From an optimization exercise on the open Yosys and OpenROAD flow, aimed at small area; shortcuts taken in it are not production practice.
Only simulation tests tie the RTL to the original design; equivalence was not proved.
In every run shown here, the design's own scripts or RTL, not TritonCTS, make the clock network.
The flow treats the clock pin as an ideal source. Dropping or thinning the clock tree relies on that and would not hold on a real chip.
Power figures rest on the tool's default switching activity, not on a simulated workload.

==> flow/design.v <==
module timebase(input clk, input rst, output divclk, output divclk2, output divclk3,
                output rise1, output rise2, output rise3);
    reg [5:0] c;
    reg [1:0] m4;
    reg [2:0] m7;
    reg [2:0] m5;
    wire e = (c[4:0] == 5'b10001);
    wire fb = ~(c[5] ^ c[4]) ^ e;
    always @(posedge clk) begin
        if (rst) begin
            c <= 6'b110001;
            m4 <= 2'd0;
            m7 <= 3'b111;
            m5 <= 3'b000;
        end else begin
            c <= {c[4:0], fb};
            if (e) begin
                m4 <= m4 + 2'd1;
                m7 <= {m7[1:0], m7[2] ^ m7[1]};
                if (m4 == 2'd3) m5 <= {m5[1:0], !(m5[2] | m5[1])};
            end
        end
    end
    wire m7z = m7[2] & m7[1] & m7[0];                
    wire m7h = (m7[0] & !m7[1]) | (m7[1] & m7[2]);   
    wire m5z = !m5[2] & !m5[0];                       
    wire m5o = m5[0] & !m5[1];                        
    wire m5t = m5[1] & m5[0];                         
    assign divclk3 = m4[1] ^ m4[0];
    assign rise3 = e && (m4 == 2'd0);
    assign divclk = !(m4[0] ^ m7h);
    assign rise1 = e && m7z && !m4[0];
    assign divclk2 = m5z ? (m4 != 2'd0) : m5o ? 1'b1 : m5t ? (m4 != 2'd3) : 1'b0;
    assign rise2 = e && m5z && (m4 == 2'd0);
endmodule
module phase(input clk, input rst, input rise3, output u, output ball_on, output paddle_on1,
             output paddle_on2, output reg p, output D1, output D2);
    reg s1, s0;
    wire R = !s1 & s0;
    assign u = s0;
    assign ball_on = !s1;
    assign paddle_on1 = s1 & !s0;
    assign paddle_on2 = s1 & s0;
    always @(posedge clk) begin
        if (rst) begin
            s1 <= 1'b0;
            s0 <= 1'b1;
            p <= 1'b1;
        end else if (rise3) begin
            s1 <= !s0;
            s0 <= s1 & !s0;
            p <= !p | R;
        end
    end
    assign D1 = p;
    assign D2 = R | !p;
endmodule
module paddles(input clk, input rst, input rise2, input p1b1, input p1b2, input p2b1, input p2b2,
               output reg [2:0] P1, output reg [2:0] P2);
    function [2:0] pnext;
        input [2:0] q;
        input bdn, bup;
        reg z, f, up, dn;
        begin
            z = !q[2] & !q[0];
            f = q[2] & !q[1];
            up = bup & (bdn ? z : !f);
            dn = bdn & !bup & !z;
            pnext = up ? {q[1], q[0], !q[2]} : dn ? {!q[0], q[2], q[1]} : q;
        end
    endfunction
    always @(posedge clk) begin
        if (rst) begin
            P1 <= 3'd0;
            P2 <= 3'd0;
        end else if (rise2) begin
            P1 <= pnext(P1, p1b1, p1b2);
            P2 <= pnext(P2, p2b1, p2b2);
        end
    end
endmodule
module pbin(input [2:0] q, output [2:0] b);
    assign b = {q[2] & !q[0], q[1] & q[0], q[2] ^ q[1] ^ q[0]};
endmodule
module ballst(input clk, input rst, input en, input [2:0] P1, input [2:0] P2,
              output reg [2:0] X, output reg [2:0] Y, output reg [3:0] sc1, output reg [3:0] sc2);
    reg mv, rt, dy;
    wire yb = (Y == 3'd0);
    wire yt = (Y == 3'd7);
    wire edg = yb | yt;
    wire [2:0] Pj = dy ? P1 : P2;
    wire [2:0] Pm;
    pbin pb(Pj, Pm);
    wire [2:0] d = X - Pm;
    wire h0 = (d == 3'd0), h1 = (d == 3'd1), h2 = (d == 3'd2);
    wire miss = edg & !(h0 | h1 | h2);
    wire nmv = edg ? (h0 | h2) : mv;
    wire nrt = edg ? h2 : ((X == 3'd0) | (rt & (X != 3'd7)));
    wire ndy = dy ^ edg;
    wire [2:0] nX = miss ? 3'd4 : !nmv ? X : nrt ? X + 3'd1 : X - 3'd1;
    wire [2:0] nY = miss ? (dy ? 3'd3 : 3'd5) : ndy ? Y + 3'd1 : Y - 3'd1;
    always @(posedge clk) begin
        if (rst) begin
            X <= 3'd4; Y <= 3'd4; mv <= 1'b1; rt <= 1'b1; dy <= 1'b1;
            sc1 <= 4'd0; sc2 <= 4'd0;
        end else if (en) begin
            X <= nX; Y <= nY; mv <= nmv; rt <= nrt; dy <= ndy;
            if (miss & yb) sc1 <= sc1 + 4'd1;
            if (miss & yt) sc2 <= sc2 + 4'd1;
        end
    end
endmodule
module pmask(input [2:0] q, output [7:0] m);
    assign m = {q[2] & !q[1], q[2] & !q[0], q[2], q[1], q[0], !q[2], !q[2] & !q[1], !q[2] & !q[0]};
endmodule
module matrix(input ball_on, input paddle_on1, input [2:0] X, input [2:0] Y, input [2:0] P1,
              input [2:0] P2, output [7:0] Ox, output [7:0] Oy);
    wire [2:0] Pm = paddle_on1 ? P1 : P2;
    wire [7:0] pm;
    pmask mk(Pm, pm);
    assign Ox = ball_on ? (8'd1 << X) : pm;
    assign Oy = ball_on ? ~(8'd1 << Y) : paddle_on1 ? 8'b01111111 : 8'b11111110;
endmodule
module segs(input p, input [3:0] sc1, input [3:0] sc2, output reg [6:0] seg);
    wire [3:0] sc = p ? sc1 : sc2;
    always @(*) begin
        case (sc)
            4'd0: seg = 7'b1000000;
            4'd1: seg = 7'b1111001;
            4'd2: seg = 7'b0100100;
            4'd3: seg = 7'b0110000;
            4'd4: seg = 7'b0011001;
            4'd5: seg = 7'b0010010;
            4'd6: seg = 7'b0000010;
            4'd7: seg = 7'b1111000;
            4'd9: seg = 7'b0010000;
            default: seg = 7'b0000000;
        endcase
    end
endmodule
module ping_pong(Ox,Oy,sysclk,rst,p1b1,p1b2,p2b1,p2b2,divclk,divclk2,divclk3,DA,D1,D2,Dt1,Dt2);
    input sysclk;
    input rst;
    input p1b1;
    input p1b2;
    input p2b1;
    input p2b2;
    output [7:0] Ox;
    output [7:0] Oy;
    output [6:0] DA;
    output D1, D2;
    output Dt1, Dt2;
    output divclk, divclk2, divclk3;
    assign Dt1 = 1'b1;
    assign Dt2 = 1'b1;
    wire rise1, rise2, rise3, u, ball_on, paddle_on1, paddle_on2, p;
    wire [2:0] P1, P2, X, Y;
    wire [3:0] sc1, sc2;
    timebase tb(sysclk, rst, divclk, divclk2, divclk3, rise1, rise2, rise3);
    phase ph(sysclk, rst, rise3, u, ball_on, paddle_on1, paddle_on2, p, D1, D2);
    paddles pd(sysclk, rst, rise2, p1b1, p1b2, p2b1, p2b2, P1, P2);
    ballst bl(sysclk, rst, rise1 & u, P1, P2, X, Y, sc1, sc2);
    matrix mx(ball_on, paddle_on1, X, Y, P1, P2, Ox, Oy);
    segs sg(p, sc1, sc2, DA);
endmodule
==> flow/flow/run.sh <==
#!/bin/bash
# Own layout flow: the standard ORFS flow (standard.sh, on a copy of the
# ORFS scripts) with these changes:
#  - synthesis: ABC maps the logic with an area-oriented script
#    (flow/abc_area.script) instead of ORFS's speed script, and no half/full
#    adder cells are extracted, so ABC optimises adder logic with the rest.
#    Register inference, flattening and renaming are the standard synthesis's.
#  - placement: ports are buffered with buf_1.
#  - CTS: flow/manual_cts.tcl replaces clock_tree_synthesis: the clock port
#    drives one root clkbuf_4, which drives 6 leaf clkbuf_4s, each at the centre
#    of an equal-size cluster of registers. Every register gets its clock
#    through the same two buffer levels. The rest of the CTS step (placement
#    legalisation, timing repair) and everything after it is unchanged.
# The make output goes to flow_make.log and each ORFS step's log to orfs/logs/.
set -euo pipefail
W=$(pwd)
SD=$W/scripts
rm -rf $SD
cp -r "$FLOW_HOME/scripts" $SD
# synth.tcl with the ABC script replaced right after the preamble
awk -v abc="$W/flow/abc_area.script" '{print} /^source .*synth_preamble.tcl/ {print "set abc_args [list -script " abc " {*}$lib_args {*}$lib_dont_use_args -constr $::env(OBJECTS_DIR)/abc.constr]"}' \
    "$FLOW_HOME/scripts/synth.tcl" > $SD/synth.tcl
grep -q "flow/abc_area.script" $SD/synth.tcl
# cts.tcl with the hand-built clock tree in place of clock_tree_synthesis
awk -v m="$W/flow/manual_cts.tcl" '/^log_cmd clock_tree_synthesis/ {print "source " m; print "manual_cts sysclk sky130_fd_sc_hd__clkbuf_4 sky130_fd_sc_hd__clkbuf_4 6"; print "set_propagated_clock [all_clocks]"; next} {print}' \
    "$FLOW_HOME/scripts/cts.tcl" > $SD/cts.tcl
grep -q "^manual_cts " $SD/cts.tcl
bash $W/standard.sh SCRIPTS_DIR=$SD ADDER_MAP_FILE= \
    "BUFFER_PORTS_ARGS=-buffer_cell sky130_fd_sc_hd__buf_1" finish > $W/flow_make.log 2>&1
==> flow/flow/abc_area.script <==
strash
drf
fraig
dch -f
fraig
drw
resub
dc2
resub -K 8 -z
dc2 -b
dch -f
amap -F 50 -A 50
topo
==> flow/flow/manual_cts.tcl <==
# Clock tree built by hand in place of clock_tree_synthesis: the clock port
# drives one root buffer, which drives $nleaf leaf buffers, each placed at the
# centre of a cluster of registers (k-means on register positions) and
# driving that cluster's clock pins. Every register sees the same two buffer
# levels.
proc manual_cts { port root_cell leaf_cell nleaf } {
  set db [ord::get_db]
  set block [ord::get_db_block]
  set clknet [$block findNet $port]
  set pts {}
  set sinks {}
  foreach it [$clknet getITerms] {
    set box [[$it getInst] getBBox]
    lappend sinks $it
    lappend pts [list [expr {([$box xMin] + [$box xMax]) / 2.0}] [expr {([$box yMin] + [$box yMax]) / 2.0}]]
  }
  set n [llength $pts]
  # k-means, seeded with points spread along the sorted x+y order
  set order [lsort -real -indices [lmap p $pts {expr {[lindex $p 0] + [lindex $p 1]}}]]
  set cent {}
  for {set k 0} {$k < $nleaf} {incr k} {
    lappend cent [lindex $pts [lindex $order [expr {int(($k + 0.5) * $n / $nleaf)}]]]
  }
  for {set iter 0} {$iter < 50} {incr iter} {
    # assignment with a capacity of ceil(n/nleaf) registers per leaf:
    # registers in order of their best-to-second-best distance gap
    set cap [expr {($n + $nleaf - 1) / $nleaf}]
    set cnt {}
    for {set k 0} {$k < $nleaf} {incr k} { lappend cnt 0 }
    set keyed {}
    set i 0
    foreach p $pts {
      set ds {}
      for {set k 0} {$k < $nleaf} {incr k} {
        set c [lindex $cent $k]
        lappend ds [expr {abs([lindex $p 0] - [lindex $c 0]) + abs([lindex $p 1] - [lindex $c 1])}]
      }
      set sd [lsort -real $ds]
      lappend keyed [list $i [expr {[lindex $sd 1] - [lindex $sd 0]}] $ds]
      incr i
    }
    set asg [lrepeat $n 0]
    foreach item [lsort -real -decreasing -index 1 $keyed] {
      lassign $item i gap ds
      set best -1; set bd 1e30
      for {set k 0} {$k < $nleaf} {incr k} {
        if {[lindex $cnt $k] < $cap && [lindex $ds $k] < $bd} { set bd [lindex $ds $k]; set best $k }
      }
      lset asg $i $best
      lset cnt $best [expr {[lindex $cnt $best] + 1}]
    }
    set newc {}
    for {set k 0} {$k < $nleaf} {incr k} {
      set sx 0; set sy 0; set m 0
      foreach p $pts a $asg {
        if {$a == $k} { set sx [expr {$sx + [lindex $p 0]}]; set sy [expr {$sy + [lindex $p 1]}]; incr m }
      }
      if {$m > 0} { lappend newc [list [expr {$sx / $m}] [expr {$sy / $m}]] } else { lappend newc [lindex $cent $k] }
    }
    set cent $newc
  }
  set rmaster [$db findMaster $root_cell]
  set lmaster [$db findMaster $leaf_cell]
  set root [odb::dbInst_create $block $rmaster clkbuf_0_$port]
  set rnet [odb::dbNet_create $block clknet_0_$port]
  $rnet setSigType CLOCK
  foreach it $sinks { $it disconnect }
  [$root findITerm A] connect $clknet
  [$root findITerm X] connect $rnet
  set rx 0; set ry 0
  for {set k 0} {$k < $nleaf} {incr k} {
    set leaf [odb::dbInst_create $block $lmaster clkbuf_1_${k}_$port]
    set lnet [odb::dbNet_create $block clknet_1_${k}_$port]
    $lnet setSigType CLOCK
    [$leaf findITerm A] connect $rnet
    [$leaf findITerm X] connect $lnet
    set c [lindex $cent $k]
    $leaf setLocation [expr {int([lindex $c 0])}] [expr {int([lindex $c 1])}]
    $leaf setPlacementStatus PLACED
    set rx [expr {$rx + [lindex $c 0]}]; set ry [expr {$ry + [lindex $c 1]}]
    set m 0
    foreach it $sinks a $asg { if {$a == $k} { $it connect $lnet; incr m } }
    puts "manual_cts: leaf $k at [lindex $c 0] [lindex $c 1] drives $m clock pins"
  }
  $root setLocation [expr {int($rx / $nleaf)}] [expr {int($ry / $nleaf)}]
  $root setPlacementStatus PLACED
}
==> flow/standard.sh <==
#!/bin/bash
# synth_recipe.tcl (not shown) runs the flow's synth.tcl, then flattens the netlist and writes it again
# the make line also repeats each setting of config.mk as NAME=value (left out here)
make -C /OpenROAD-flow-scripts/flow DESIGN_CONFIG=/design/flow/config.mk WORK_HOME=/design/flow/orfs CLKGATE_MAP_FILE= SYNTH_SCRIPT=/design/flow/synth_recipe.tcl "${@:-finish}"
==> flow/config.mk <==
export PLATFORM = sky130hd
export DESIGN_NAME = ping_pong
export DESIGN_NICKNAME = ping_pong
export VERILOG_FILES = /design/flow/design.v
export SDC_FILE = /design/flow/constraint.sdc
export NUM_CORES = 4
export LEC_CHECK = 0
export CAP_MARGIN = 20
export CORE_MARGIN = 2
export CORE_UTILIZATION = 60
export SLEW_MARGIN = 20
==> flow/constraint.sdc <==
create_clock -name core_clock -period 14.0 [get_ports {sysclk}]
set_input_delay 2.8000 -clock core_clock [delete_from_list [all_inputs] [get_ports {sysclk}]]
set_output_delay 2.8000 -clock core_clock [all_outputs]
set_load 0.01 [all_outputs]
==> flow_summary.ini, run 1 <==
[setup_path]
cp.arrival_ns = 2.42
critical_path_required_ns = 11.20
r2r-start = bl.dy$_SDFFE_PP1P_
critical_path.endpoint_type = output pin
r2r_slack_ns = 10.22
timing.rr.end = bl.sc1[3]$_SDFFE_PP0P_
crit_type = flop to output pin
crit_path_max_incr_delay_ns = 0.41
cp_cell_sequence = clkinv_1 -> nor2_1 -> clkinv_1 -> o22ai_1 -> clkinv_1 -> o21ai_0 -> buf_1
critPathMaxFanout = 14
path_common_cell = clkinv_1
slowest_stage = dfxtp_1
reg2regPathDepth = 20
setup.worst_path.start_class = flop

[final_layout]
stdcell_count = 366
reg.largest.list = tb.c (6), bl.sc1 (4), bl.sc2 (4)
regMostFlops = tb.c
antenna_cells = 0
largest_reg_flops = 6
drive_gt1_share_pct = 2.500
area_growth_pct = 11.34
fin_area_mm2 = 0.002260
num-nets-final = 328

[drt]
drt.antenna.violating_nets = 0
first_iter_violations = 116
viasPerCell = 5.765
routed_wl_um = 4623
drt_first_pass_iters = 4
route.detailed.drc = 0
vias = 2110
wl_per_cell_um = 12.63

[timing]
finalSetupViolations = 0
fin_crit_ns = 5.217
worst_slew_pin_slew_ns = 0.5826
fmax_mhz = 191.7
setup_tns_ns = 0
rsz0062_at_grt = no
finalClockSkew_ns = 0.02275
hold_violations = 0
layout_setup_ws_ns = 8.783
fin_crit_sh_pct = 37.27
drv_slew = 0
max_slew_margin_pct = 60.75

[placed_design]
post_dp_cell_area_mm2 = 0.002207
hpwl_um = 3403
dp.cells = 359
pre_cts_ws_ns = 9.181
place_congestion = 0.8701
port_buffers = 33

[floorplanning]
core.rowCount = 21
core_area_mm2 = 0.003284
die_w_um = 62.16
fp.dieH_um = 62.16
io_pins = 36
start_util_pct = 61.79
dieArea_mm2 = 0.003864

[worst_hold_path]
min_to = tb.c[1]$_SDFF_PP0_
hold_path.class = flop to flop
worstHoldPathCells = 2
worstHoldStart = tb.c[0]$_SDFF_PP1_

[yosys]
synth_compound_area_share_pct = 32.86
netlist_instances = 280
synth_xor_area_share_pct = 0
synth-simple-area-share_pct = 19.17
synth_top_family_by_area = compound AO/OA/AOI/OAI gates
synth_seq_cells = 40
synth_area_mm2 = 0.002029
muxShareOfSynthArea_pct = 0
yosysWarnings = 5
ys_seq_area_share_pct = 39.46
syn_area_per_cell_um2 = 7.248
synth.distinct_cells = 29
synth_fa_ha_area_share_pct = 0

[clocking]
cts.repair.resized = 0
hold_buffers = 0
clock_latency_ns = 0.37
postCtsSetupBuffers = 0
clkTransAtPathRegs_ns = 0.07

[grt]
grt.total_usage_pct = 24.32
grt_pass1_wl_um = 8121
grt_start_max_net_pins = 25
grt_pass1_vias = 1869
antenna_found_initial = 0
grt_overflow = 0

[power_and_ir_drop]
leakagePower_nw = 0.8184
ir_drop_mv = 0.06766
power_w = 0.0002572
p_per_area_mw_per_mm2 = 113.8

[run]
cap_violations = 0

[status]
status = finished clean
==> report_power, final <==
| part | switching [W] | internal, W |
|---|---|---|
| Clock | 0.0000359 | 0.0000232 |
| Combinational | 0.0000462 | 0.0000238 |
| Sequential | 0.00000741 | 0.000121 |
| Total | 0.0000895 | 0.000168 |
==> metal layers <==
metal | GRT usage [%] | share of wire [%] | routed length (um)
met5 | 0 | 0 | 0
met4 | 3.056 | 1.1 | 50
met3 | 3.080 | 6.4 | 298
met2 | 42.80 | 44 | 2054
met1 | 33.03 | 48 | 2220
==> cell type report <==
| type | instances | area, um2 |
|---|---|---|
| plain buffers | 7 | 52.55 |
| fillers | 304 | 1025 |
| inverters | 41 | 153.9 |
| multi-input cells | 198 | 1064 |
| flip-flops and latches | 40 | 800.8 |
| well taps | 46 | 57.56 |
| repair buffers | 34 | 131.4 |
==> placed cells by master (no fill, tap or decap), types with 2 or more instances in the layout <==
cell and count:
a211oi_1 12, a21o_1 3, a21oi_1 17, a221oi_1 4, a22oi_1 3, and3_1 2
buf_1 33, clkbuf_4 7, clkinv_1 41, conb_1 2, dfxtp_1 40, nand2_1 23
nand3_1 3, nand4_1 7, nor2_1 38, nor2b_1 3, nor3_1 9, o21a_1 2
o21ai_0 35, o221ai_1 5, o22ai_1 19, or2_0 3
==> how the worst max path moves through the flow <==
| stage | cells past startpoint | end | start | slack, ns |
|---|---|---|---|---|
| after detailed placement | 7 | Ox[7] | ph.s1$_SDFFE_PP0P_ | 9.18 |
| after global placement | 7 | Ox[7] | ph.s1$_SDFFE_PP0P_ | 9.25 |
| after global routing | 7 | Ox[7] | ph.s1$_SDFFE_PP0P_ | 8.49 |
| after floorplan | 7 | DA[0] | ph.p$_SDFFE_PP1P_ | 9.48 |
| after CTS | 7 | Ox[7] | ph.s1$_SDFFE_PP0P_ | 8.79 |
| final | 7 | Ox[7] | ph.s1$_SDFFE_PP0P_ | 8.78 |
==> synthesized netlist by cell type <==
| cell | number | share of area, % |
|---|---|---|
| clkinv_1 | 41 | 7.6 |
| dfxtp_1 | 40 | 39 |
| nor2_1 | 38 | 7.0 |
| o21ai_0 | 35 | 8.6 |
| nand2_1 | 23 | 4.3 |
| o22ai_1 | 19 | 5.9 |
| a21oi_1 | 17 | 4.2 |
| a211oi_1 | 12 | 4.4 |
| nor3_1 | 9 | 2.2 |
| nand4_1 | 7 | 2.2 |
| o221ai_1 | 5 | 2.2 |
| a221oi_1 | 4 | 1.7 |
| a21o_1 | 3 | 1.1 |
| a22oi_1 | 3 | 1.1 |
| nand3_1 | 3 | 0.74 |
| nor2b_1 | 3 | 0.92 |
| or2_0 | 3 | 0.92 |
| and3_1 | 2 | 0.62 |
| buf_4 | 2 | 0.74 |
| o21a_1 | 2 | 0.74 |
| a22o_1 | 1 | 0.43 |
| a31oi_1 | 1 | 0.31 |
| conb_1 | 1 | 0.18 |
| nor4_1 | 1 | 0.31 |
| o211ai_1 | 1 | 0.37 |
| o221a_1 | 1 | 0.55 |
| o311ai_0 | 1 | 0.43 |
| o31ai_1 | 1 | 0.37 |
| o32ai_1 | 1 | 0.43 |
==> stage by stage <==
step	hold WS (ns)	utilization, %
floorplan	0.4018	-
global placement	0.4217	67.20
detailed placement	0.4266	67.20
CTS	0.4351	68.80
global route	0.4520	68.80
finish	0.4303	68.80
==> worst max-delay path, delay by kind of cell, from the launching register on <==
kind / cells / cell delay (ns)
compound gates: 2 / 0.43
buf+inv: 4 / 0.83
flops: 1 / 0.41
simple gates: 1 / 0.38
==> cells by family (layout without fill, tap and decap cells) <==
group / Yosys count / after routing
compound gates: 107 / 107
simple gates: 89 / 89
buf+inv: 43 / 82
flops: 40 / 40
other cells: 1 / 2
==> run 2, diff against run 1 <==
--- a/flow/flow/run.sh
+++ b/flow/flow/run.sh
@@ -9,6 +9,8 @@
 #  - CTS: flow/manual_cts.tcl replaces clock_tree_synthesis: the clock port
-#    drives one root clkbuf_4, which drives 6 leaf clkbuf_4s, each at the centre
-#    of an equal-size cluster of registers. Every register gets its clock
-#    through the same two buffer levels. The rest of the CTS step (placement
-#    legalisation, timing repair) and everything after it is unchanged.
+#    drives one root clkbuf_2, which drives N leaf clkbuf_4s, each at the centre
+#    of an equal-size cluster of registers; N is the smallest from 4 to 8 whose
+#    estimated register clock-pin slew is at most 100 ps. Every register gets
+#    its clock through the same two buffer levels. The rest of the CTS step
+#    (placement legalisation, timing repair) and everything after it is
+#    unchanged.
 # The make output goes to flow_make.log and each ORFS step's log to orfs/logs/.
@@ -24,3 +26,3 @@
 # cts.tcl with the hand-built clock tree in place of clock_tree_synthesis
-awk -v m="$W/flow/manual_cts.tcl" '/^log_cmd clock_tree_synthesis/ {print "source " m; print "manual_cts sysclk sky130_fd_sc_hd__clkbuf_4 sky130_fd_sc_hd__clkbuf_4 6"; print "set_propagated_clock [all_clocks]"; next} {print}' \
+awk -v m="$W/flow/manual_cts.tcl" '/^log_cmd clock_tree_synthesis/ {print "source " m; print "manual_cts sysclk sky130_fd_sc_hd__clkbuf_2 sky130_fd_sc_hd__clkbuf_4 4 8 0.100"; print "set_propagated_clock [all_clocks]"; next} {print}' \
     "$FLOW_HOME/scripts/cts.tcl" > $SD/cts.tcl
--- a/flow/flow/manual_cts.tcl
+++ b/flow/flow/manual_cts.tcl
@@ -5,3 +5,3 @@
 # levels.
-proc manual_cts { port root_cell leaf_cell nleaf } {
+proc manual_cts_build { port root_cell leaf_cell nleaf } {
   set db [ord::get_db]
@@ -87 +87,38 @@
 }
+
+# Undo manual_cts_build: the clock port drives the register clock pins again.
+proc manual_cts_undo { port nleaf } {
+  set block [ord::get_db_block]
+  set clknet [$block findNet $port]
+  for {set k 0} {$k < $nleaf} {incr k} {
+    set lnet [$block findNet clknet_1_${k}_$port]
+    foreach it [$lnet getITerms] {
+      if {[[$it getInst] getName] eq "clkbuf_1_${k}_$port"} { continue }
+      $it disconnect
+      $it connect $clknet
+    }
+    odb::dbInst_destroy [$block findInst clkbuf_1_${k}_$port]
+    odb::dbNet_destroy $lnet
+  }
+  odb::dbInst_destroy [$block findInst clkbuf_0_$port]
+  odb::dbNet_destroy [$block findNet clknet_0_$port]
+}
+
+# The smallest number of leaves, from nmin to nmax, whose estimated register
+# clock-pin slew after placement is at most max_slew (in the library's time
+# unit); nmax if none is.
+proc manual_cts { port root_cell leaf_cell nmin nmax max_slew } {
+  set_propagated_clock [all_clocks]
+  for {set n $nmin} {$n <= $nmax} {incr n} {
+    manual_cts_build $port $root_cell $leaf_cell $n
+    estimate_parasitics -placement
+    set worst 0
+    foreach pin [get_pins */CLK] {
+      set s [get_property $pin slew_max]
+      if {$s > $worst} { set worst $s }
+    }
+    puts "manual_cts: $n leaves, estimated worst clock-pin slew $worst"
+    if {$worst <= $max_slew || $n == $nmax} { return }
+    manual_cts_undo $port $n
+  }
+}
--- a/flow/config.mk
+++ b/flow/config.mk
@@ -10,2 +10,3 @@
 export CORE_UTILIZATION = 60
+export GPL_TIMING_DRIVEN = 0
 export SLEW_MARGIN = 20
==> flow_summary.ini, run 2 <==
[status]
status = finished clean

[yosys]
ys.flop_type = dfxtp_1
synth_fa_ha_area_share_pct = 0
syn_area_per_cell_um2 = 7.248
muxShareOfSynthArea_pct = 0
ys_seq_area_share_pct = 39.46
synth.distinct_cells = 29
netlist_instances = 280
ys_async_sr_fraction_pct = 0
yosysWarnings = 5
synth_compound_area_share_pct = 32.86
synth_seq_cells = 40
synth_most_common_cell = clkinv_1
synth_area_leaders = dfxtp_1 (39%), o21ai_0 (8.6%), clkinv_1 (7.6%)
synth.top_cell.area_share_pct = 39.46
synth_edf_count = 0
synth_common_cells = clkinv_1 (41), dfxtp_1 (40), nor2_1 (38)
yosysTopAreaCell = dfxtp_1
synth-simple-area-share_pct = 19.17
synth_top_family_by_area = compound AO/OA/AOI/OAI gates
synth_area_mm2 = 0.002029
synth_xor_area_share_pct = 0

[timing]
max_slew_margin_pct = 61.09
finalClockSkew_ns = 0.004251
hold_violations = 0
fmax_mhz = 187.0
drv_slew = 0
fin_crit_ns = 5.348
finalSetupViolations = 0
fin_crit_sh_pct = 38.20
rsz0062_at_grt = no
setup_tns_ns = 0
worst_slew_pin_slew_ns = 0.5776
timing.hold.ws_ns = 0.4318

[placed_design]
dp.cells = 360
hpwl_um = 3294
port_buffers = 33
place_congestion = 0.8438

[setup_path]
path_buf_inv = 3
critPathMaxFanout = 14
cp_cell_sequence = clkinv_1 -> nor2_1 -> clkinv_1 -> o22ai_1 -> nand2_1 -> o22ai_1 -> buf_1
setup.worst_path.start_class = flop
slowest_stage = nor2_1
cp.arrival_ns = 2.55
critical-path-top-delay-family = buffers and inverters
reg2regPathDepth = 20
cp.depth = 7
crit_path_max_incr_delay_ns = 0.44
critical_path_required_ns = 11.20
critical_path.endpoint_type = output pin
crit_type = flop to output pin

[grt]
grt_start_max_net_pins = 25
grt.total_usage_pct = 22.88
grt_pass1_wl_um = 7686
antenna_found_initial = 0
grt_pass1_vias = 1784
grt_overflow = 0

[drt]
viasPerCell = 5.705
drt_first_pass_iters = 4
vias = 2088
route.detailed.drc = 0
routed_wl_um = 4460
first_iter_violations = 115
wl_per_cell_um = 12.19
drt.antenna.violating_nets = 0

[final_layout]
largest_reg_flops = 6
reg.largest.list = tb.c (6), bl.sc1 (4), bl.sc2 (4)
final_common_cell = clkinv_1
antenna_cells = 0
multiInputGateArea_mm2 = 0.001064
area_growth_pct = 11.28
register_area_um2 = 800.8
stdcell_count = 366
drive_gt1_share_pct = 2.813
layout_common_cells = clkinv_1 (41), dfxtp_1 (40), nor2_1 (38)
fill_cells = 314
final_util_pct = 68.76
num-nets-final = 328
regMostFlops = tb.c

[floorplanning]
core.rowCount = 21
start_util_pct = 61.79
io_pins = 36
die_w_um = 62.16
core_area_mm2 = 0.003284
dieArea_mm2 = 0.003864
fp.dieH_um = 62.16

[power_and_ir_drop]
ir_drop_mv = 0.07598
p_per_area_mw_per_mm2 = 110.7
leakagePower_nw = 0.8198

[worst_hold_path]
worstHoldPathCells = 2
hold_path.class = flop to flop

[clocking]
cts.repair.resized = 0
hold_buffers = 0
clock_latency_ns = 0.36
postCtsSetupBuffers = 0
clkTransAtPathRegs_ns = 0.09

[run]
cap_violations = 0
-- run 2: through the flow --
stage | power, W | setup slack (ns) | cell area (um2)
floorplan | 0.0001808 | 9.476 | 2033
global placement | 0.0001984 | 9.071 | 2215
detailed placement | 0.0001990 | 9.033 | 2215
CTS | 0.0002513 | 8.623 | 2257
global route | 0.0002672 | 8.436 | 2258
finish | 0.0002501 | 8.652 | 2258
-- run 2: logic make-up after synthesis --
kind of cell    count (synthesis)
compound gates                107
other cells                     1
flops                          40
buf+inv                        43
simple gates                   89
-- run 2: cell type report --
type                    count  area share (%)
flip-flops and latches     40           35.46
well taps                  46           2.548
plain buffers               8           2.548
repair buffers             33           5.540
inverters                  41           6.814
multi-input cells         198           47.09
-- run 2: routing by layer --
layer,vias to the layer above,track usage (%),share of wire (%)
met5,-,0,0
met3,4,2.174,6.1
met1,916,32.34,49
met4,0,2.500,0.90
met2,58,39.40,44
li1,1110,-,-
-- run 2: worst paths after layout --
kind / startpoint / end / slack (ns)
worst max-delay path: ph.s1$_SDFFE_PP0P_ / Ox[0] / 8.65
worst min register to register: tb.c[0]$_SDFF_PP1_ / tb.c[1]$_SDFF_PP0_ / 0.43
worst max register to register: bl.dy$_SDFFE_PP1P_ / bl.sc2[3]$_SDFFE_PP0P_ / 10.24
worst min-delay path: tb.c[0]$_SDFF_PP1_ / tb.c[1]$_SDFF_PP0_ / 0.43
-- run 2: where the power goes --
part	switching, W	internal, W	total [W]
combinational	0.0000453	0.0000239	0.0000692
sequential	0.00000751	0.000121	0.000128
clock	0.0000342	0.0000185	0.0000526
total	0.0000870	0.000163	0.000250
-- run 2: worst reg2reg max path: cells and delay by family, from the launching register on --
kind                   cells  cell delay, ns
flip-flops                 1            0.44
AND/OR/NAND/NOR            9            1.37
AO/OA/AOI/OAI              9            1.53
buffers and inverters      2            0.37
==> run 3, diff against run 2 <==
--- a/flow/config.mk
+++ b/flow/config.mk
@@ -10,3 +10,2 @@
 export CORE_UTILIZATION = 60
-export GPL_TIMING_DRIVEN = 0
 export SLEW_MARGIN = 20
==> flow_summary.ini, run 3 <==
[yosys]
syn_area_per_cell_um2 = 7.248
synth_common_cells = clkinv_1 (41), dfxtp_1 (40), nor2_1 (38)
yosysWarnings = 5
synth.top_cell.area_share_pct = 39.46
synth_edf_count = 0
ys_seq_area_share_pct = 39.46
synth_area_leaders = dfxtp_1 (39%), o21ai_0 (8.6%), clkinv_1 (7.6%)
ys_async_sr_fraction_pct = 0
synth_most_common_cell = clkinv_1
synth.distinct_cells = 29
ys.flop_type = dfxtp_1
synth_seq_cells = 40
yosysTopAreaCell = dfxtp_1
synth_area_mm2 = 0.002029
netlist_instances = 280

[setup_path]
critical_path.endpoint_type = output pin
cp.arrival_ns = 2.47
critPathMaxFanout = 14
r2r_slack_ns = 10.23
crit_type = flop to output pin
critical_path_required_ns = 11.20
setup.worst_path.start_class = flop

[final_layout]
layout_common_cells = clkinv_1 (41), dfxtp_1 (40), nor2_1 (38)
reg.largest.list = tb.c (6), bl.sc1 (4), bl.sc2 (4)
drive_gt1_share_pct = 2.194
antenna_cells = 0
final_common_cell = clkinv_1
largest_reg_flops = 6
area_growth_pct = 10.85
final_util_pct = 68.50
regMostFlops = tb.c
num-nets-final = 327

[status]
status = finished clean

[placed_design]
pre_cts_ws_ns = 9.181
port_buffers = 33
place_congestion = 0.8701
hpwl_um = 3403

[clocking]
clkTransAtPathRegs_ns = 0.10
cts.repair.resized = 0
clock_latency_ns = 0.39
hold_buffers = 0
postCtsSetupBuffers = 0

[run]
cap_violations = 0

[floorplanning]
dieArea_mm2 = 0.003864
start_util_pct = 61.79
core_area_mm2 = 0.003284
die_w_um = 62.16
fp.dieH_um = 62.16
io_pins = 36
core.rowCount = 21

[timing]
hold_violations = 0
rsz0062_at_grt = no
finalClockSkew_ns = 0.01649
finalSetupViolations = 0
fin_crit_ns = 5.269
worst_slew_pin_slew_ns = 0.5840
setup_tns_ns = 0
drv_slew = 0
max_slew_margin_pct = 60.65
fin_crit_sh_pct = 37.64
fmax_mhz = 189.8
layout_setup_ws_ns = 8.731
timing.hold.ws_ns = 0.4312

[drt]
drt_first_pass_iters = 4
viasPerCell = 5.756
routed_wl_um = 4622
drt.antenna.violating_nets = 0
first_iter_violations = 136
vias = 2101
route.detailed.drc = 0
wl_per_cell_um = 12.66

[power_and_ir_drop]
power_w = 0.0002524
leakagePower_nw = 0.8133
ir_drop_mv = 0.07067
p_per_area_mw_per_mm2 = 112.2

[grt]
grt.total_usage_pct = 24.36
antenna_found_initial = 0
grt_pass1_wl_um = 8135
grt_start_max_net_pins = 25
grt_overflow = 0
grt_pass1_vias = 1858

[worst_hold_path]
hold_path.class = flop to flop
-- run 3: cell counts after synthesis --
No cell type changed its count.
-- run 3: final timing paths --
| path | start | to | depth (start not counted) |
|---|---|---|---|
| worst min-delay path | tb.c[0]$_SDFF_PP1_ | tb.c[1]$_SDFF_PP0_ | 2 |
| worst min register to register | tb.c[0]$_SDFF_PP1_ | tb.c[1]$_SDFF_PP0_ | 2 |
| worst max-delay path | ph.s1$_SDFFE_PP0P_ | Ox[7] | 7 |
| worst max register to register | bl.dy$_SDFFE_PP1P_ | bl.sc1[3]$_SDFFE_PP0P_ | 20 |
-- run 3: per-layer routing --
metal	vias up	track usage, %	share of wire, %
met5	-	0	0
met2	71	42.26	43
met3	6	1.993	6.2
li1	1109	-	-
met1	915	34.06	49
met4	0	3.611	1.4
-- run 3: cells by family (layout without fill, tap and decap cells) --
kind of cell           Yosys count  after routing  synth area share (%)
and+or+nand+nor                 89             89                 19.17
other                            1              2                0.1848
buffers and inverters           43             81                 8.323
AOI/OAI and AO/OA              107            107                 32.86
DFF                             40             40                 39.46
-- run 3: power breakdown --
group	switching [W]	leakage (nW)	total (W)	internal, W
logic	0.0000460	0.460	0.0000698	0.0000238
registers	0.00000739	0.327	0.000128	0.000121
clock network	0.0000360	0.0272	0.0000545	0.0000184
total	0.0000894	0.813	0.000252	0.000163
-- run 3: through the flow --
stage	area, um2	std cells
3_5_place_dp	2207	359
6_report	2250	365
3_3_place_gp	2207	359
5_1_grt	2250	365
2_1_floorplan	2033	281
4_1_cts	2250	365
-- run 3: area by class of cell --
type / instances / area [um2]
Inverter: 41 / 153.9
Multi-Input combinational cell: 198 / 1064
Tap cell: 46 / 57.56
Sequential cell: 40 / 800.8
Timing Repair Buffer: 34 / 131.4
Fill cell: 300 / 1035
Buffer: 6 / 42.54
-- run 3: worst max-delay path, cell delays in order (launching register included) --
cell      delay [ns]
dfxtp_1         0.42
clkinv_1        0.34
nor2_1          0.38
clkinv_1        0.21
o22ai_1         0.22
clkinv_1        0.11
o21ai_0         0.23
buf_1           0.18
==> run 4, diff against run 3 <==
--- a/flow/flow/run.sh
+++ b/flow/flow/run.sh
@@ -29,3 +29,3 @@
 grep -q "^manual_cts " $SD/cts.tcl
-bash $W/standard.sh SCRIPTS_DIR=$SD ADDER_MAP_FILE= \
+bash $W/standard.sh SCRIPTS_DIR=$SD ADDER_MAP_FILE= SYNTH_INSBUF=0 \
     "BUFFER_PORTS_ARGS=-buffer_cell sky130_fd_sc_hd__buf_1" finish > $W/flow_make.log 2>&1
==> flow/flow/abc_area.script (replaced) <==
strash
&get -n
&deepsyn -T 15
&put
drf
fraig
dch -f
fraig
drw
resub
dc2
resub -K 8 -z
dc2 -b
dch -f
amap -F 50 -A 50
topo
--- a/flow/config.mk
+++ b/flow/config.mk
@@ -10,2 +10,3 @@
 export CORE_UTILIZATION = 60
+export GPL_TIMING_DRIVEN = 0
 export SLEW_MARGIN = 20
==> flow_summary.ini, run 4 <==
[final_layout]
area_growth_pct = 11.02
regMostFlops = tb.c
fill_cells = 317
layout_common_cells = nor2_1 (56), clkinv_1 (48), dfxtp_1 (40)
drive_gt1_share_pct = 1.791
reg.largest.list = tb.c (6), bl.sc1 (4), bl.sc2 (4)
multiInputGateArea_mm2 = 0.001089
num-nets-final = 343
largest_reg_flops = 6
fin_area_mm2 = 0.002293
antenna_cells = 0
register_area_um2 = 800.8
final_common_cell = nor2_1

[placed_design]
hpwl_um = 3472
post_dp_cell_area_mm2 = 0.002251
place_congestion = 0.8549
port_buffers = 33

[timing]
worst_slew_pin_slew_ns = 0.9713
fin_crit_ns = 5.189
finalSetupViolations = 0
fmax_mhz = 192.7
finalClockSkew_ns = 0.01661
setup_tns_ns = 0
fin_crit_sh_pct = 37.07
rsz0062_at_grt = no
drv_slew = 0
hold_violations = 0
max_slew_margin_pct = 35.25

[drt]
viasPerCell = 5.661
drt.antenna.violating_nets = 0
vias = 2157
drt_first_pass_iters = 4
routed_wl_um = 4629
wl_per_cell_um = 12.15
first_iter_violations = 135
route.detailed.drc = 0

[floorplanning]
die_w_um = 62.68
core_area_mm2 = 0.003311
start_util_pct = 62.40
core.rowCount = 21
io_pins = 36
dieArea_mm2 = 0.003928
fp.dieH_um = 62.68

[yosys]
synth.top_cell.area_share_pct = 38.76
synth_seq_cells = 40
synth_most_common_cell = nor2_1
yosysTopAreaCell = dfxtp_1
ys_async_sr_fraction_pct = 0
synth_edf_count = 0
synth_area_leaders = dfxtp_1 (39%), nor2_1 (10%), clkinv_1 (8.7%)
syn_area_per_cell_um2 = 7.002
netlist_instances = 295
ys.flop_type = dfxtp_1
synth_area_mm2 = 0.002066
yosysWarnings = 5
synth_common_cells = nor2_1 (56), clkinv_1 (48), dfxtp_1 (40)
ys_seq_area_share_pct = 38.76
synth.distinct_cells = 28

[power_and_ir_drop]
p_per_area_mw_per_mm2 = 118.7
leakagePower_nw = 0.7857
power_w = 0.0002723
ir_drop_mv = 0.1088

[grt]
antenna_found_initial = 0
grt_overflow = 0
grt.total_usage_pct = 24.17
grt_start_max_net_pins = 22
grt_pass1_wl_um = 8183
grt_pass1_vias = 1875

[setup_path]
cp.arrival_ns = 2.39
critPathMaxFanout = 7
cp_cell_sequence = clkinv_1 -> o22ai_1 -> nor2_1 -> o21ai_0 -> o21ai_0 -> o21ai_0 -> clkinv_1 -> nor2_1 -> buf_1
path_common_cell = o21ai_0
slowest_stage = dfxtp_1
setup.worst_path.start_class = flop
critical_path_required_ns = 11.20
path_buf_inv = 3
crit_type = flop to output pin
critical_path.endpoint_type = output pin
critical-path-top-delay-family = compound AO/OA/AOI/OAI gates
crit_path_max_incr_delay_ns = 0.47

[clocking]
cts.repair.resized = 0
postCtsSetupBuffers = 0
hold_buffers = 0
clkTransAtPathRegs_ns = 0.10
clock_latency_ns = 0.37

[status]
status = finished clean

[worst_hold_path]
hold_path.class = flop to flop

[run]
cap_violations = 0
[run 4: changes by cell type after synthesis, sizes merged, moves of 3 or more]
cell / delta
nor2: +18
o21ai: -8
clkinv: +7
a211oi: -6
a22oi: +4
a21o: -3
o221ai: -3
o32ai: +3
[run 4: metrics by stage]
stage               hold WS, ns  worst slack (ns)  util [%]  std cells
CTS                      0.4356             8.800     69.27        381
global placement         0.4200             9.299     67.99        375
finish                   0.4319             8.811     69.27        381
global route             0.4586             8.436     69.27        381
floorplan                0.4004             9.342         -        296
detailed placement       0.4190             9.233     67.99        375
[run 4: worst reg2reg max path, cell delays in order, from the launching register on]
cell	delay (ns)
dfxtp_1	0.38
clkinv_1	0.21
nor2_1	0.19
a32o_1	0.17
nor2_1	0.05
a21oi_1	0.25
nand2_1	0.12
a221oi_1	0.29
a31oi_1	0.11
clkinv_1	0.07
o2111ai_1	0.12
o21a_1	0.14
nor2_1	0.16
clkinv_1	0.15
nor2_1	0.18
o21ai_0	0.13
a21oi_1	0.14
o21ai_0	0.08
[run 4: final timing paths]
path / from / endpoint / slack (ns) / cells after the start
worst max-delay path: ph.p$_SDFFE_PP1P_ / DA[1] / 8.81 / 9
worst min-delay path: tb.c[1]$_SDFF_PP0_ / tb.c[2]$_SDFF_PP0_ / 0.43 / 2
worst max register to register: bl.dy$_SDFFE_PP1P_ / bl.X[2]$_SDFFE_PP1P_ / 10.96 / 17
worst min register to register: tb.c[1]$_SDFF_PP0_ / tb.c[2]$_SDFF_PP0_ / 0.43 / 2
[run 4: layer usage]
layer / share of wire, % / GRT usage [%] / vias to the layer above
met3: 3.8 / 2.162 / 2
met2: 44 / 41.67 / 51
met4: 0.52 / 2.222 / 0
met5: 0 / 0 / -
met1: 51 / 34.20 / 972
li1: - / - / 1132
[run 4: final cells by class]
cell class              count  area share (%)
plain buffers               6           1.855
inverters                  48           7.856
multi-input cells         208           47.46
flip-flops and latches     40           34.92
well taps                  46           2.510
repair buffers             33           5.401
[run 4: power by group]
| group | total [W] | switching, W | internal [W] |
|---|---|---|---|
| Sequential | 0.000133 | 0.0000106 | 0.000123 |
| Clock | 0.0000532 | 0.0000347 | 0.0000185 |
| Combinational | 0.0000857 | 0.0000566 | 0.0000291 |
[run 4: cells by family (layout without fill, tap and decap cells)]
logic type,count (synthesis),in the layout,share of synthesized area (%)
buffers and inverters,48,87,8.722
flip-flops,40,40,38.76
AND/OR/NAND/NOR,108,108,22.53
AO/OA/AOI/OAI,98,98,29.80
other,1,2,0.1815
==> run 5, diff against run 4 <==
--- a/flow/design.v
+++ b/flow/design.v
@@ -35,4 +35,4 @@
 endmodule
-module phase(input clk, input rst, input rise3, output u, output ball_on, output paddle_on1,
-             output paddle_on2, output reg p, output D1, output D2);
+module phase(input clk, input rst, input rise3, output u, output ball_on,
+             output reg p, output D1, output D2);
     reg s1, s0;
@@ -41,4 +41,2 @@
     assign ball_on = !s1;
-    assign paddle_on1 = s1 & !s0;
-    assign paddle_on2 = s1 & s0;
     always @(posedge clk) begin
@@ -115,5 +113,5 @@
 endmodule
-module matrix(input ball_on, input paddle_on1, input [2:0] X, input [2:0] Y, input [2:0] P1,
+module matrix(input ball_on, input sel1, input [2:0] X, input [2:0] Y, input [2:0] P1,
               input [2:0] P2, output [7:0] Ox, output [7:0] Oy);
-    wire [2:0] Pm = paddle_on1 ? P1 : P2;
+    wire [2:0] Pm = sel1 ? P1 : P2;
     wire [7:0] pm;
@@ -121,3 +119,3 @@
     assign Ox = ball_on ? (8'd1 << X) : pm;
-    assign Oy = ball_on ? ~(8'd1 << Y) : paddle_on1 ? 8'b01111111 : 8'b11111110;
+    assign Oy = ball_on ? ~(8'd1 << Y) : sel1 ? 8'b01111111 : 8'b11111110;
 endmodule
@@ -155,3 +153,3 @@
     assign Dt2 = 1'b1;
-    wire rise1, rise2, rise3, u, ball_on, paddle_on1, paddle_on2, p;
+    wire rise1, rise2, rise3, u, ball_on, p;
     wire [2:0] P1, P2, X, Y;
@@ -159,6 +157,6 @@
     timebase tb(sysclk, rst, divclk, divclk2, divclk3, rise1, rise2, rise3);
-    phase ph(sysclk, rst, rise3, u, ball_on, paddle_on1, paddle_on2, p, D1, D2);
+    phase ph(sysclk, rst, rise3, u, ball_on, p, D1, D2);
     paddles pd(sysclk, rst, rise2, p1b1, p1b2, p2b1, p2b2, P1, P2);
     ballst bl(sysclk, rst, rise1 & u, P1, P2, X, Y, sc1, sc2);
-    matrix mx(ball_on, paddle_on1, X, Y, P1, P2, Ox, Oy);
+    matrix mx(ball_on, !u, X, Y, P1, P2, Ox, Oy);
     segs sg(p, sc1, sc2, DA);
--- a/flow/flow/run.sh
+++ b/flow/flow/run.sh
@@ -7,2 +7,4 @@
 #    Register inference, flattening and renaming are the standard synthesis's.
+#    SYNTH_INSBUF=0: no buf_4 on the two constant outputs (the floorplan gives
+#    each its own tie cell anyway).
 #  - placement: ports are buffered with buf_1.
==> flow/flow/abc_area.script (replaced) <==
strash
drf
fraig
dch -f
fraig
drw
resub
dc2
resub -K 8 -z
dc2 -b
dch -f
amap -F 50 -A 50
topo
==> flow_summary.ini, run 5 <==
[placed_design]
place_congestion = 0.8724
hpwl_um = 3368
port_buffers = 33
dp.cells = 352

[run]
cap_violations = 0

[drt]
drt_first_pass_iters = 5
vias = 2083
wl_per_cell_um = 12.59
viasPerCell = 5.818
route.detailed.drc = 0
drt.antenna.violating_nets = 0
first_iter_violations = 145
routed_wl_um = 4508

[setup_path]
critPathMaxFanout = 7
critical_path.endpoint_type = output pin
r2r_slack_ns = 10.20
crit_type = flop to output pin
cp.arrival_ns = 2.35
setup.worst_path.start_class = flop
critical_path_required_ns = 11.20

[timing]
rsz0062_at_grt = no
hold_violations = 0
finalClockSkew_ns = 0.009957
setup_tns_ns = 0
finalSetupViolations = 0
max_slew_margin_pct = 25.81
worst_slew_pin_slew_ns = 1.113
drv_slew = 0
fmax_mhz = 194.3
fin_crit_sh_pct = 36.76
fin_crit_ns = 5.147

[grt]
grt_start_max_net_pins = 25
grt.total_usage_pct = 24.55
grt_pass1_vias = 1785
grt_pass1_wl_um = 7472
antenna_found_initial = 0
grt_overflow = 0

[floorplanning]
start_util_pct = 64.12
dieArea_mm2 = 0.003821
fp.dieH_um = 61.82
core.rowCount = 20
core_area_mm2 = 0.003128
die_w_um = 61.82
io_pins = 36

[worst_hold_path]
hold_path.class = flop to flop

[yosys]
synth.distinct_cells = 29
syn_area_per_cell_um2 = 7.320
ys.flop_type = dfxtp_1
ys_seq_area_share_pct = 39.93
synth_area_leaders = dfxtp_1 (40%), o21ai_0 (9.0%), clkinv_1 (7.5%)
ys_async_sr_fraction_pct = 0
synth_seq_cells = 40
synth.top_cell.area_share_pct = 39.93
yosysWarnings = 5
synth_area_mm2 = 0.002006
yosysTopAreaCell = dfxtp_1
synth_common_cells = clkinv_1 (40), dfxtp_1 (40), o21ai_0 (36)
synth_edf_count = 0
netlist_instances = 274

[clocking]
cts.repair.resized = 0
clkTransAtPathRegs_ns = 0.08
clock_latency_ns = 0.37
hold_buffers = 0
postCtsSetupBuffers = 0

[final_layout]
reg.largest.list = tb.c (6), bl.sc1 (4), bl.sc2 (4)
layout_common_cells = clkinv_1 (40), dfxtp_1 (40), o21ai_0 (36)
area_growth_pct = 11.23
num-nets-final = 322
largest_reg_flops = 6
drive_gt1_share_pct = 1.911
stdcell_count = 358
fill_cells = 279
regMostFlops = tb.c
antenna_cells = 0

[power_and_ir_drop]
p_per_area_mw_per_mm2 = 112.6
ir_drop_mv = 0.07768
leakagePower_nw = 0.7901
power_w = 0.0002512

[status]
status = finished clean
==> run 5: critical path, stage by stage (launching register included) <==
cell      delay (ns)
dfxtp_1         0.46
clkinv_1        0.20
o22ai_1         0.25
clkinv_1        0.16
nor2b_1         0.20
or2_0           0.16
o21ai_0         0.15
nand2_1         0.13
o21a_1          0.12
buf_1           0.14
==> run 5: stage by stage <==
stage          hold slack (ns)  worst slack [ns]  utilization, %  area, um2
2_1_floorplan           0.4018             9.476               -       2009
4_1_cts                 0.4356             8.836           71.32       2231
3_5_place_dp            0.4187             9.148           69.96       2188
6_report                0.4358             8.853           71.32       2231
5_1_grt                 0.4497             8.559           71.32       2231
3_3_place_gp            0.4233             9.135           69.96       2188
==> run 5: area by class of cell <==
| class | count | area, um2 | share of cell area, % |
|---|---|---|---|
| multi-input combinational | 195 | 1059 | 47.45 |
| sequential | 40 | 800.8 | 35.89 |
| inverter | 40 | 150.1 | 6.730 |
| timing repair buffer | 33 | 123.9 | 5.552 |
| tap | 44 | 55.05 | 2.468 |
| buffer | 6 | 42.54 | 1.907 |
==> run 5: worst paths after layout <==
check                startpoint                endpoint  cells past startpoint
max           ph.p$_SDFFE_PP1P_                   DA[4]                      9
max reg2reg  bl.dy$_SDFFE_PP1P_  bl.sc1[3]$_SDFFE_PP0P_                     20
min reg2reg  tb.c[0]$_SDFF_PP1_      tb.c[1]$_SDFF_PP0_                      2
min          tb.c[0]$_SDFF_PP1_      tb.c[1]$_SDFF_PP0_                      2
==> run 5: cells by family (layout without fill, tap and decap cells) <==
group | count (synthesis) | after routing | share of synthesized area [%]
other | 1 | 2 | 0.1870
buffers and inverters | 40 | 79 | 7.486
flip-flops | 40 | 40 | 39.93
AND/OR/NAND/NOR | 84 | 84 | 18.65
AO/OA/AOI/OAI | 109 | 109 | 33.75
==> run 5: where the power goes <==
group	switching, W	internal [W]
clock	0.0000343	0.0000185
sequential	0.00000811	0.000121
combinational	0.0000459	0.0000237
==> run 5: per-layer routing <==
layer	vias up	share of wire (%)	global-route usage, %
met3	6	6.3	2.899
met4	0	0.84	3.951
met5	-	0	0
li1	1093	-	-
met2	72	43	40.90
met1	912	49	34.92

==> static timing again, ports no longer ideal <==
The results above use ideal ports. As a check the final layouts listed here were re-extracted and re-timed, cells and wires unchanged.
Step 1: set_driving_cell puts a clkbuf_16 on sysclk and a buf_2 on each other input, an assumption about the parent block.
Step 2 times the ports against the registers' clock, not the clock port: input delays grow and output delays shrink by t, the midpoint of the rising clock arrivals with the driver on.
a / b / c = ideal / step 1 / step 2; a / b = the first two.
run | t, ns | setup slack, ns | slew at the worst register clock pin (ns)
run 1 | 0.378 | 8.783 / 8.759 / 9.137 | 0.08 / 0.08
run 2 | 0.379 | 8.652 / 8.628 / 9.007 | 0.09 / 0.09
run 3 | 0.400 | 8.731 / 8.708 / 9.108 | 0.10 / 0.10
run 4 | 0.381 | 8.811 / 8.788 / 9.169 | 0.10 / 0.10
run 5 | 0.387 | 8.853 / 8.833 / 9.076 | 0.09 / 0.09
After both steps every run listed still meets setup and hold.
